What follows belongs to an exercise in optimizing a design on an open flow for small area; a production flow would make more cautious choices.
The RTL of this run was laid out without a check of its function.

[flow/config.mk]
export PLATFORM = sky130hd
export DESIGN_NAME = cordic_oscillator
export DESIGN_NICKNAME = cordic_oscillator
export VERILOG_FILES = /design/flow/design.v
export SDC_FILE = /design/flow/constraint.sdc
export NUM_CORES = 4
export LEC_CHECK = 0
export CAP_MARGIN = 20
export CORE_MARGIN = 2
export CORE_UTILIZATION = 40
export SLEW_MARGIN = 20
[flow/constraint.sdc]
create_clock -name core_clock -period 5.5 [get_ports {clk}]
set_input_delay 1.1000 -clock core_clock [delete_from_list [all_inputs] [get_ports {clk}]]
set_output_delay 1.1000 -clock core_clock [all_outputs]
set_load 0.01 [all_outputs]
[flow/design.v]
module cordic_pipelined (
    input  wire        clk,
    input  wire        rst,
    input  wire [19:0] z_in,
    output reg  [15:0] x_out,
    output reg  [15:0] y_out,
    output wire        valid_out
);
    reg signed [15:0] z_2_q1;
    reg signed [12:0] z_5_q2;
    reg signed [10:0] z_8_q3;
    reg signed [7:0] z_11_q4;
    reg signed [4:0] z_14_q5;
    reg [0:0] d_4_q2;
    reg [0:0] d_3_q2;
    reg [0:0] d_2_q2;
    reg [0:0] d_1_q1;
    reg [0:0] d_1_q2;
    reg [0:0] d_0_q1;
    reg [0:0] d_0_q2;
    reg signed [15:0] x_5_q3;
    reg signed [15:0] y_5_q3;
    reg [0:0] d_5_q3;
    reg [0:0] d_6_q3;
    reg signed [15:0] x_7_q4;
    reg signed [15:0] y_7_q4;
    reg [0:0] d_7_q3;
    reg [0:0] d_7_q4;
    reg [0:0] d_8_q4;
    reg signed [15:0] x_9_q5;
    reg signed [15:0] y_9_q5;
    reg [0:0] d_9_q4;
    reg [0:0] d_9_q5;
    reg [0:0] d_10_q4;
    reg [0:0] d_10_q5;
    reg signed [15:0] x_11_q6;
    reg signed [15:0] y_11_q6;
    reg [0:0] d_11_q5;
    reg [0:0] d_11_q6;
    reg [0:0] d_12_q5;
    reg [0:0] d_12_q6;
    reg signed [15:0] x_13_q7;
    reg signed [15:0] y_13_q7;
    reg [0:0] d_13_q5;
    reg [0:0] d_13_q6;
    reg [0:0] d_13_q7;
    reg [0:0] d_14_q6;
    reg [0:0] d_14_q7;
    reg signed [15:0] x_15_q8;
    reg signed [15:0] y_15_q8;
    reg [0:0] d_15_q6;
    reg [0:0] d_15_q7;
    reg [0:0] d_15_q8;
    reg [0:0] negx_q1;
    reg [0:0] negx_q2;
    reg [0:0] negx_q3;
    reg [0:0] negx_q4;
    reg [0:0] negx_q5;
    reg [0:0] negx_q6;
    reg [0:0] negx_q7;
    reg [0:0] negx_q8;
    reg [0:0] negy_q1;
    reg [0:0] negy_q2;
    reg [0:0] negy_q3;
    reg [0:0] negy_q4;
    reg [0:0] negy_q5;
    reg [0:0] negy_q6;
    reg [0:0] negy_q7;
    reg [0:0] negy_q8;
    always @(posedge clk) begin   
        z_2_q1 <= z_2;
        d_1_q1 <= d_1;
        d_0_q1 <= d_0;
        negx_q1 <= negx;
        negy_q1 <= negy;
    end
    always @(posedge clk) begin   
        z_5_q2 <= z_5;
        d_4_q2 <= d_4;
        d_3_q2 <= d_3;
        d_2_q2 <= d_2;
        d_1_q2 <= d_1_q1;
        d_0_q2 <= d_0_q1;
        negx_q2 <= negx_q1;
        negy_q2 <= negy_q1;
    end
    always @(posedge clk) begin   
        z_8_q3 <= z_8;
        x_5_q3 <= x_5;
        y_5_q3 <= y_5;
        d_5_q3 <= d_5;
        d_6_q3 <= d_6;
        d_7_q3 <= d_7;
        negx_q3 <= negx_q2;
        negy_q3 <= negy_q2;
    end
    always @(posedge clk) begin   
        z_11_q4 <= z_11;
        x_7_q4 <= x_7;
        y_7_q4 <= y_7;
        d_7_q4 <= d_7_q3;
        d_8_q4 <= d_8;
        d_9_q4 <= d_9;
        d_10_q4 <= d_10;
        negx_q4 <= negx_q3;
        negy_q4 <= negy_q3;
    end
    always @(posedge clk) begin   
        z_14_q5 <= z_14;
        x_9_q5 <= x_9;
        y_9_q5 <= y_9;
        d_9_q5 <= d_9_q4;
        d_10_q5 <= d_10_q4;
        d_11_q5 <= d_11;
        d_12_q5 <= d_12;
        d_13_q5 <= d_13;
        negx_q5 <= negx_q4;
        negy_q5 <= negy_q4;
    end
    always @(posedge clk) begin   
        x_11_q6 <= x_11;
        y_11_q6 <= y_11;
        d_11_q6 <= d_11_q5;
        d_12_q6 <= d_12_q5;
        d_13_q6 <= d_13_q5;
        d_14_q6 <= d_14;
        d_15_q6 <= d_15;
        negx_q6 <= negx_q5;
        negy_q6 <= negy_q5;
    end
    always @(posedge clk) begin   
        x_13_q7 <= x_13;
        y_13_q7 <= y_13;
        d_13_q7 <= d_13_q6;
        d_14_q7 <= d_14_q6;
        d_15_q7 <= d_15_q6;
        negx_q7 <= negx_q6;
        negy_q7 <= negy_q6;
    end
    always @(posedge clk) begin   
        x_15_q8 <= x_15;
        y_15_q8 <= y_15;
        d_15_q8 <= d_15_q7;
        negx_q8 <= negx_q7;
        negy_q8 <= negy_q7;
    end
    localparam signed [19:0] Z_PI = 20'h3243F, Z_PI2 = 20'h1921F, Z_2PI = 20'h6487E;
    reg signed [19:0] zw, zf;
    reg [1:0] qf;
    always @* begin
        zw = z_in;
        if (zw > Z_PI) zw = zw - Z_2PI;
        else if (zw <= -Z_PI) zw = zw + Z_2PI;
        if (zw >= 0 && zw <= Z_PI2) begin qf = 2'b00; zf = zw; end
        else if (zw > Z_PI2) begin qf = 2'b01; zf = Z_PI - zw; end
        else if (zw >= -Z_PI2) begin qf = 2'b11; zf = -zw; end
        else begin qf = 2'b10; zf = -(Z_PI + zw); end
    end
    wire signed [17:0] z_0 = zf[17:0];
    wire negx = qf == 2'b01 || qf == 2'b10;
    wire negy = qf == 2'b11;
    wire [0:0] d_0 = z_0[17];
    wire signed [16:0] z_1 = z_0 + (d_0 ? 17'sd51471 : -17'sd51471);
    wire [0:0] d_1 = z_1[16];
    wire signed [15:0] z_2 = z_1 + (d_1 ? 16'sd30385 : -16'sd30385);
    wire [0:0] d_2 = z_2_q1[15];
    wire signed [14:0] z_3 = z_2_q1 + (d_2 ? 15'sd16054 : -15'sd16054);
    wire [0:0] d_3 = z_3[14];
    wire signed [13:0] z_4 = z_3 + (d_3 ? 14'sd8149 : -14'sd8149);
    wire [0:0] d_4 = z_4[13];
    wire signed [12:0] z_5 = z_4 + (d_4 ? 13'sd4090 : -13'sd4090);
    wire [0:0] d_5 = z_5_q2[12];
    wire signed [11:0] z_6 = z_5_q2 + (d_5 ? 12'sd2047 : -12'sd2047);
    wire [0:0] d_6 = z_6[11];
    wire signed [10:0] z_7 = z_6 + (d_6 ? 11'sd1023 : -11'sd1023);
    wire [0:0] d_7 = z_7[10];
    wire signed [10:0] z_8 = z_7 + (d_7 ? 11'sd511 : -11'sd511);
    wire [0:0] d_8 = z_8_q3[10];
    wire signed [9:0] z_9 = z_8_q3 + (d_8 ? 10'sd255 : -10'sd255);
    wire [0:0] d_9 = z_9[9];
    wire signed [8:0] z_10 = z_9 + (d_9 ? 9'sd127 : -9'sd127);
    wire [0:0] d_10 = z_10[8];
    wire signed [7:0] z_11 = z_10 + (d_10 ? 8'sd63 : -8'sd63);
    wire [0:0] d_11 = z_11_q4[7];
    wire signed [6:0] z_12 = z_11_q4 + (d_11 ? 7'sd31 : -7'sd31);
    wire [0:0] d_12 = z_12[6];
    wire signed [5:0] z_13 = z_12 + (d_12 ? 6'sd15 : -6'sd15);
    wire [0:0] d_13 = z_13[5];
    wire signed [4:0] z_14 = z_13 + (d_13 ? 5'sd7 : -5'sd7);
    wire [0:0] d_14 = z_14_q5[4];
    wire signed [4:0] z_15 = z_14_q5 + (d_14 ? 5'sd3 : -5'sd3);
    wire [0:0] d_15 = z_15[4];
    function [31:0] xy_table(input [4:0] d);
        case (d)
            5'd0: xy_table = {16'hf8fd, 16'h3f90};
            5'd1: xy_table = {16'h3f94, 16'h0705};
            5'd2: xy_table = {16'h2ea6, 16'h2bc2};
            5'd3: xy_table = {16'h2bc2, 16'hd15a};
            5'd4: xy_table = {16'h17b8, 16'h3b65};
            5'd5: xy_table = {16'h3b67, 16'he847};
            5'd6: xy_table = {16'h3dbf, 16'h10a9};
            5'd7: xy_table = {16'h10a9, 16'hc241};
            5'd8: xy_table = {16'h08d9, 16'h3f57};
            5'd9: xy_table = {16'h3f59, 16'hf727};
            5'd10: xy_table = {16'h37fb, 16'h1eee};
            5'd11: xy_table = {16'h1eee, 16'hc805};
            5'd12: xy_table = {16'h259c, 16'h33ba};
            5'd13: xy_table = {16'h33ba, 16'hda62};
            5'd14: xy_table = {16'h3ff2, 16'h00f5};
            5'd15: xy_table = {16'h00f3, 16'hc00e};
            5'd16: xy_table = {16'h00f5, 16'h3ff2};
            5'd17: xy_table = {16'h3ff4, 16'hff0d};
            5'd18: xy_table = {16'h33ba, 16'h259c};
            5'd19: xy_table = {16'h259c, 16'hcc46};
            5'd20: xy_table = {16'h1eee, 16'h37fb};
            5'd21: xy_table = {16'h37fb, 16'he111};
            5'd22: xy_table = {16'h3f57, 16'h08d9};
            5'd23: xy_table = {16'h08d7, 16'hc0a9};
            5'd24: xy_table = {16'h10a9, 16'h3dbf};
            5'd25: xy_table = {16'h3dbf, 16'hef57};
            5'd26: xy_table = {16'h3b65, 16'h17b8};
            5'd27: xy_table = {16'h17b8, 16'hc49b};
            5'd28: xy_table = {16'h2bc2, 16'h2ea6};
            5'd29: xy_table = {16'h2ea4, 16'hd43e};
            5'd30: xy_table = {16'h3f90, 16'hf8fd};
            5'd31: xy_table = {16'hf8f9, 16'hc070};
        endcase
    endfunction
    wire [31:0] tab = xy_table({d_4_q2, d_3_q2, d_2_q2, d_1_q2, d_0_q2});
    wire signed [15:0] x_5 = tab[31:16];
    wire signed [15:0] y_5 = tab[15:0];
    wire signed [15:0] xo_5 = (y_5_q3 >>> 5) ^ $signed({16{~d_5_q3}});
    wire signed [15:0] yo_5 = (x_5_q3 >>> 5) ^ $signed({16{d_5_q3}});
    wire signed [15:0] x_6 = x_5_q3 + xo_5 + $signed({15'd0, ~d_5_q3});
    wire signed [15:0] y_6 = y_5_q3 + yo_5 + $signed({15'd0, d_5_q3});
    wire signed [15:0] xo_6 = (y_6 >>> 6) ^ $signed({16{~d_6_q3}});
    wire signed [15:0] yo_6 = (x_6 >>> 6) ^ $signed({16{d_6_q3}});
    wire signed [15:0] x_7 = x_6 + xo_6 + $signed({15'd0, ~d_6_q3});
    wire signed [15:0] y_7 = y_6 + yo_6 + $signed({15'd0, d_6_q3});
    wire signed [15:0] xo_7 = (y_7_q4 >>> 7) ^ $signed({16{~d_7_q4}});
    wire signed [15:0] yo_7 = (x_7_q4 >>> 7) ^ $signed({16{d_7_q4}});
    wire signed [15:0] x_8 = x_7_q4 + xo_7 + $signed({15'd0, ~d_7_q4});
    wire signed [15:0] y_8 = y_7_q4 + yo_7 + $signed({15'd0, d_7_q4});
    wire signed [15:0] xo_8 = (y_8 >>> 8) ^ $signed({16{~d_8_q4}});
    wire signed [15:0] yo_8 = (x_8 >>> 8) ^ $signed({16{d_8_q4}});
    wire signed [15:0] x_9 = x_8 + xo_8 + $signed({15'd0, ~d_8_q4});
    wire signed [15:0] y_9 = y_8 + yo_8 + $signed({15'd0, d_8_q4});
    wire signed [15:0] xo_9 = (y_9_q5 >>> 9) ^ $signed({16{~d_9_q5}});
    wire signed [15:0] yo_9 = (x_9_q5 >>> 9) ^ $signed({16{d_9_q5}});
    wire signed [15:0] x_10 = x_9_q5 + xo_9 + $signed({15'd0, ~d_9_q5});
    wire signed [15:0] y_10 = y_9_q5 + yo_9 + $signed({15'd0, d_9_q5});
    wire signed [15:0] xo_10 = (y_10 >>> 10) ^ $signed({16{~d_10_q5}});
    wire signed [15:0] yo_10 = (x_10 >>> 10) ^ $signed({16{d_10_q5}});
    wire signed [15:0] x_11 = x_10 + xo_10 + $signed({15'd0, ~d_10_q5});
    wire signed [15:0] y_11 = y_10 + yo_10 + $signed({15'd0, d_10_q5});
    wire signed [15:0] xo_11 = (y_11_q6 >>> 11) ^ $signed({16{~d_11_q6}});
    wire signed [15:0] yo_11 = (x_11_q6 >>> 11) ^ $signed({16{d_11_q6}});
    wire signed [15:0] x_12 = x_11_q6 + xo_11 + $signed({15'd0, ~d_11_q6});
    wire signed [15:0] y_12 = y_11_q6 + yo_11 + $signed({15'd0, d_11_q6});
    wire signed [15:0] xo_12 = (y_12 >>> 12) ^ $signed({16{~d_12_q6}});
    wire signed [15:0] yo_12 = (x_12 >>> 12) ^ $signed({16{d_12_q6}});
    wire signed [15:0] x_13 = x_12 + xo_12 + $signed({15'd0, ~d_12_q6});
    wire signed [15:0] y_13 = y_12 + yo_12 + $signed({15'd0, d_12_q6});
    wire signed [15:0] xo_13 = (y_13_q7 >>> 13) ^ $signed({16{~d_13_q7}});
    wire signed [15:0] yo_13 = (x_13_q7 >>> 13) ^ $signed({16{d_13_q7}});
    wire signed [15:0] x_14 = x_13_q7 + xo_13 + $signed({15'd0, ~d_13_q7});
    wire signed [15:0] y_14 = y_13_q7 + yo_13 + $signed({15'd0, d_13_q7});
    wire signed [15:0] xo_14 = (y_14 >>> 14) ^ $signed({16{~d_14_q7}});
    wire signed [15:0] yo_14 = (x_14 >>> 14) ^ $signed({16{d_14_q7}});
    wire signed [15:0] x_15 = x_14 + xo_14 + $signed({15'd0, ~d_14_q7});
    wire signed [15:0] y_15 = y_14 + yo_14 + $signed({15'd0, d_14_q7});
    wire signed [15:0] xo_15 = (y_15_q8 >>> 15) ^ $signed({16{~d_15_q8}});
    wire signed [15:0] yo_15 = (x_15_q8 >>> 15) ^ $signed({16{d_15_q8}});
    wire signed [15:0] x_16 = x_15_q8 + xo_15 + $signed({15'd0, ~d_15_q8});
    wire signed [15:0] y_16 = y_15_q8 + yo_15 + $signed({15'd0, d_15_q8});
    always @(posedge clk) begin
        x_out <= negx_q8 ? -x_16 : x_16;
        y_out <= negy_q8 ? -y_16 : y_16;
    end
    reg [3:0] vcnt;
    always @(posedge clk)
        if (rst) vcnt <= 0;
        else if (vcnt != 9) vcnt <= vcnt + 1'b1;
    assign valid_out = vcnt == 9;
endmodule
module add_rca #(parameter W = 16) (
    input  wire [W-1:0] a,
    input  wire [W-1:0] b,
    input  wire         ci,
    output wire [W-1:0] s
);
    wire [W:0] c;
    assign c[0] = ci;
    genvar i;
    generate
        for (i = 0; i < W; i = i + 1) begin : bit_
            assign s[i]   = a[i] ^ b[i] ^ c[i];
            assign c[i+1] = (a[i] & b[i]) | (c[i] & (a[i] ^ b[i]));
        end
    endgenerate
endmodule
module add_csel #(parameter W = 16, parameter LO = 8) (
    input  wire [W-1:0] a,
    input  wire [W-1:0] b,
    input  wire         ci,
    output wire [W-1:0] s
);
    wire [LO:0] c;
    assign c[0] = ci;
    wire [W-1:LO] h0, h1;
    wire [W:LO] c0, c1;
    assign c0[LO] = 1'b0;
    assign c1[LO] = 1'b1;
    genvar i;
    generate
        for (i = 0; i < LO; i = i + 1) begin : lo_
            assign s[i]   = a[i] ^ b[i] ^ c[i];
            assign c[i+1] = (a[i] & b[i]) | (c[i] & (a[i] ^ b[i]));
        end
        for (i = LO; i < W; i = i + 1) begin : hi_
            assign h0[i]   = a[i] ^ b[i] ^ c0[i];
            assign c0[i+1] = (a[i] & b[i]) | (c0[i] & (a[i] ^ b[i]));
            assign h1[i]   = a[i] ^ b[i] ^ c1[i];
            assign c1[i+1] = (a[i] & b[i]) | (c1[i] & (a[i] ^ b[i]));
        end
    endgenerate
    assign s[W-1:LO] = c[LO] ? h1 : h0;
endmodule
module add_cla2 #(parameter W = 16) (
    input  wire [W-1:0] a,
    input  wire [W-1:0] b,
    input  wire         ci,
    output wire [W-1:0] s
);
    wire [W-1:0] g = a & b;
    wire [W-1:0] p = a ^ b;
    wire [W:0] c;
    assign c[0] = ci;
    genvar i;
    generate
        for (i = 0; i < W; i = i + 1) begin : bit_
            if (i % 2 == 0)
                assign c[i+1] = g[i] | (p[i] & c[i]);
            else
                assign c[i+1] = g[i] | (p[i] & g[i-1]) | (p[i] & p[i-1] & c[i-1]);
        end
    endgenerate
    assign s = p ^ c[W-1:0];
endmodule
module cordic_oscillator (
    input  wire               clk,
    input  wire               rst,
    input  wire               ce,
    input  wire signed [31:0] tuning_word,
    output wire signed [15:0] sin_out,
    output wire signed [15:0] cos_out,
    output wire               valid_out
);
    localparam signed [31:0] TWO_PI = 32'h6487ED51;
    reg  signed [31:0] phase_acc;
    wire signed [31:0] n = phase_acc + tuning_word;
    wire signed [31:0] corr = (n >= TWO_PI) ? -TWO_PI : (n < 0) ? TWO_PI : 32'sd0;
    always @(posedge clk) begin
        if (rst)
            phase_acc <= 32'd0;
        else if (ce)
            phase_acc <= n + corr;
    end
    cordic_pipelined core (
        .clk(clk), .rst(rst), .z_in(phase_acc[31:12]),
        .x_out(cos_out), .y_out(sin_out), .valid_out(valid_out));
endmodule
[flow/run.sh]
#!/bin/bash
# synth_recipe.tcl (not shown) runs the flow's synth.tcl, then flattens the netlist and writes it again
# the make line also repeats each setting of config.mk as NAME=value (left out here)
make -C /OpenROAD-flow-scripts/flow DESIGN_CONFIG=/design/flow/config.mk WORK_HOME=/design/flow/orfs CLKGATE_MAP_FILE= SYNTH_SCRIPT=/design/flow/synth_recipe.tcl finish
==> results.rst <==
.. list-table::
   :header-rows: 1

   * - Metric
     - Value
   * - Highest cell delay on the worst timing path
     - roughly 560 ps
   * - Detailed Place HPWL
     - 68.0 mm
   * - Top post-synthesis cells by count
     - sky130_fd_sc_hd__ha_1, sky130_fd_sc_hd__xnor2_1, sky130_fd_sc_hd__a21oi_1
   * - Number of antenna violations at the first check in global routing
     - 3
   * - Leading cell type by number of instances after synthesis
     - sky130_fd_sc_hd__ha_1
   * - Initial core utilization
     - 40.5%
   * - Sinks on Clock Net
     - approximately 360
   * - Arrival time at the worst endpoint
     - 8970 ps
   * - Clk slew on worst S/H paths
     - roughly 60 ps
   * - Worst min-delay path category
     - reg -> reg
   * - Transition time at the pin with the least slew margin
     - ~1100 ps
   * - Footprint of the multi-input gates
     - 28300 um^2
   * - Worst reg2reg startpoint
     - phase_acc[0]
   * - Finished Core Util
     - between 50% and 60%
   * - Area of the core
     - about 84000 um^2
   * - Post-synth design cell area
     - between 30000 and 40000 um^2
   * - Clock latency on the worst-skew pair
     - 610 ps
   * - Layout check fault list
     - negative setup slack
   * - Vias in the first global route
     - roughly 31000
   * - Synthesized netlist net count
     - ~4600
   * - Die Ht
     - between 200 and 300 um
   * - Syn avg cell area
     - between 8 and 9 um^2
   * - Unrepaired setup endpoints after global routing
     - yes
   * - Max frequency
     - 118 MHz
   * - Deepest clock path buffer count
     - 3
   * - Filler-free cell count of the finished design
     - 6279
   * - Slowest CP cell
     - sky130_fd_sc_hd__or4_4
   * - Fillcell total
     - between 7000 and 8000
   * - Hold-fix buffers at CTS
     - 0
   * - Reg area
     - a little over 7000 um^2
   * - Outcome
     - finished with violations
   * - Worst Setup Start Kind
     - primary input
   * - Total I/O pin count
     - between 60 and 70
   * - Crit Path Class
     - in -> reg
   * - Number of nets at the end of the flow
     - around 5700
   * - Largest net degree at the start of global routing
     - 57
   * - Flops & latches, synth
     - 355
   * - Post-layout min period
     - 8470 ps
   * - Synthesized netlist cell count
     - 3996
   * - CTS tree
     - built
   * - Proportion of layout cells with a drive suffix above 1
     - between 30% and 40%
   * - Crit share post-route
     - 154%
   * - Growth of design area from synthesis to finish
     - 43.0%
   * - RD Place Congestion
     - between 0.8 and 0.9
   * - Worst max-slew margin expressed relative to the limit
     - between 20% and 30%
   * - Max FFs per register
     - 32
   * - Final global-route overflow total
     - 0
   * - Largest clock skew in the final design
     - 32.4 ps
   * - Drt wl/cell
     - 14.4 um
   * - Residual DRC count
     - 0
   * - Global-route wire length before repair
     - about 150 mm
   * - Total vias in the final route
     - 31670
   * - Number of different library cells in the post-synthesis netlist
     - between 100 and 150
   * - Total die area
     - about 87000 um^2
   * - Synth top area share
     - 20.9%
   * - Final design area excluding fillers
     - 48600 um^2
   * - Post-Route WL
     - 90.5 mm
   * - Min setup slack post-route
     - -2970 ps
   * - Flip-flop cell with the highest count after synthesis
     - sky130_fd_sc_hd__dfxtp_1
   * - EDFF count, synth
     - 0
   * - Crit-path max FO
     - 2
   * - Main area contributors after synthesis
     - sky130_fd_sc_hd__dfxtp_1, sky130_fd_sc_hd__ha_1, sky130_fd_sc_hd__xnor2_1
   * - Final slew viol count
     - 0
   * - Num rows
     - 106
   * - # setup viols final
     - 62
   * - Inst Count DP
     - 5954
   * - H-Tree Level Count
     - 2
   * - DRC violation total after the first TritonRoute iteration
     - roughly 1500
   * - Fraction of the yosys area taken by sequential cells
     - 20.9%
   * - Total global routing track utilization
     - about a fifth
   * - Port bufs
     - 67
   * - Number of endpoints with negative hold slack in the final report
     - 0
   * - CP endpoint kind
     - register
   * - Dominant cell type by count on the critical path
     - sky130_fd_sc_hd__a21oi_2
   * - Fraction of registers with async set or reset after synthesis
     - 0%
   * - Max_cap viols
     - 0
   * - Buffer cell driving the clock tree root
     - sky130_fd_sc_hd__clkbuf_16
   * - Detail Route Antenna Nets
     - 0
   * - CP required
     - approximately 6000 ps
   * - Startpoint of the most critical setup path
     - tuning_word[0]
   * - Cell taking the most area after synthesis
     - sky130_fd_sc_hd__dfxtp_1
   * - Yosys warning count
     - 2
   * - Launch point of the worst hold path
     - core.negx_q2
   * - Width of the die
     - 295 um
   * - Largest register by flop count
     - phase_acc
   * - Number of buffers inserted during clock tree synthesis
     - 46
   * - Via density per instance
     - between 5 and 6
   * - Placed Instance Area
     - ~43000 um^2
   * - Count of TritonRoute iterations in the first routing pass
     - 5
   * - Worst Hold Margin
     - ~320 ps
==> area by class of cell <==
class	count	area share, %
clock inverter	29	0.719
sequential	355	14.7
multi-input combinational	3269	58.2
clock buffer	55	2.56
inverter	287	2.27
tap	1134	2.92
antenna	4	0.0206
timing repair buffer	1146	18.6
==> layout by cell type (no fill, tap or decap), types with 42 or more instances in the layout <==
master / instances
sky130_fd_sc_hd__clkbuf_16: 46
sky130_fd_sc_hd__xnor2_1: 435
sky130_fd_sc_hd__dfxtp_1: 336
sky130_fd_sc_hd__nand2b_1: 59
sky130_fd_sc_hd__nor2_1: 246
sky130_fd_sc_hd__nand2_1: 168
sky130_fd_sc_hd__buf_6: 64
sky130_fd_sc_hd__a21o_1: 129
sky130_fd_sc_hd__nand3_1: 70
sky130_fd_sc_hd__a21oi_2: 153
sky130_fd_sc_hd__mux2i_1: 42
sky130_fd_sc_hd__a21oi_1: 200
sky130_fd_sc_hd__ha_1: 478
sky130_fd_sc_hd__xnor2_2: 45
sky130_fd_sc_hd__xor2_1: 173
sky130_fd_sc_hd__inv_1: 270
sky130_fd_sc_hd__nor3_1: 78
sky130_fd_sc_hd__o21ai_0: 127
sky130_fd_sc_hd__o21bai_1: 152
sky130_fd_sc_hd__clkdlybuf4s50_1: 61
sky130_fd_sc_hd__buf_4: 1012
==> worst paths after layout <==
path / endpoint / slack (ps) / cells past startpoint
worst max-delay path: phase_acc[29] / -2970 / 44
worst max register to register: phase_acc[29] / -2740 / 43
worst min-delay path: core.negx_q3 / 320 / 0
worst min register to register: core.negx_q3 / 320 / 0
==> critical path: cells and delay by family <==
kind / cells / cell delay (ps)
AND/OR/NAND/NOR: 5 / 1410
XOR/XNOR: 1 / 160
buffers and inverters: 4 / 300
adder cells (fa/ha/maj): 4 / 670
AO/OA/AOI/OAI: 30 / 5290
==> through the flow <==
step / setup WS, ps / setup TNS [ps]
global placement: -3990 / -130550
finish: -2970 / -97620
floorplan: -2800 / -87940
CTS: -2720 / -91540
global route: -3310 / -124400
detailed placement: -4090 / -135070
==> routing by layer <==
metal	share of wire [%]	wire length (um)	global-route usage, %	vias up
li1	-	-	-	16419
met1	44	40000	24.2	14704
met2	51	46100	37.0	414
met3	2.7	2420	2.02	133
met4	2.3	2060	5.50	0
met5	0	0	0	-
==> cell families after synthesis <==
group           after synthesis  share of synthesized area (%)
compound gates             1118                           21.7
simple gates                864                           12.5
xor+xnor                    681                           17.8
fa+ha+maj                   552                           21.0
buf+inv                     372                           4.22
flops                       355                           20.9
mux                          54                           1.77
==> repair_timing <==
action                     in CTS  in global routing
gates cloned                    0                  0
buffers inserted              173                 94
setup endpoints to repair      88                114
gates resized for setup       220                263
pin swaps                     217                294

[separate check: timing with driven ports]
No port has a modelled driver above. Below, the same layout with a new extraction and two added sets of constraints. Step 1: set_driving_cell puts a clkbuf_16 on clk and a buf_2 on each other input, an assumption about the parent block. Step 2 times the ports against the registers' clock, not the clock port: input delays grow and output delays shrink by t, the midpoint of the rising clock arrivals with the driver on. a / b / c = no drivers / after step 1 / after step 2; a / b = the first two.
t, ns: 0.657
setup slack, ns: -2.967 / -2.937 / -3.594
worst hold slack (ns): 0.324 / 0.324 / 0.324
worst data-port slew with drivers (ns): 0.08
For this run, drivers alone change the setup slack by +0.030 ns; drivers and shift together by -0.627 ns.
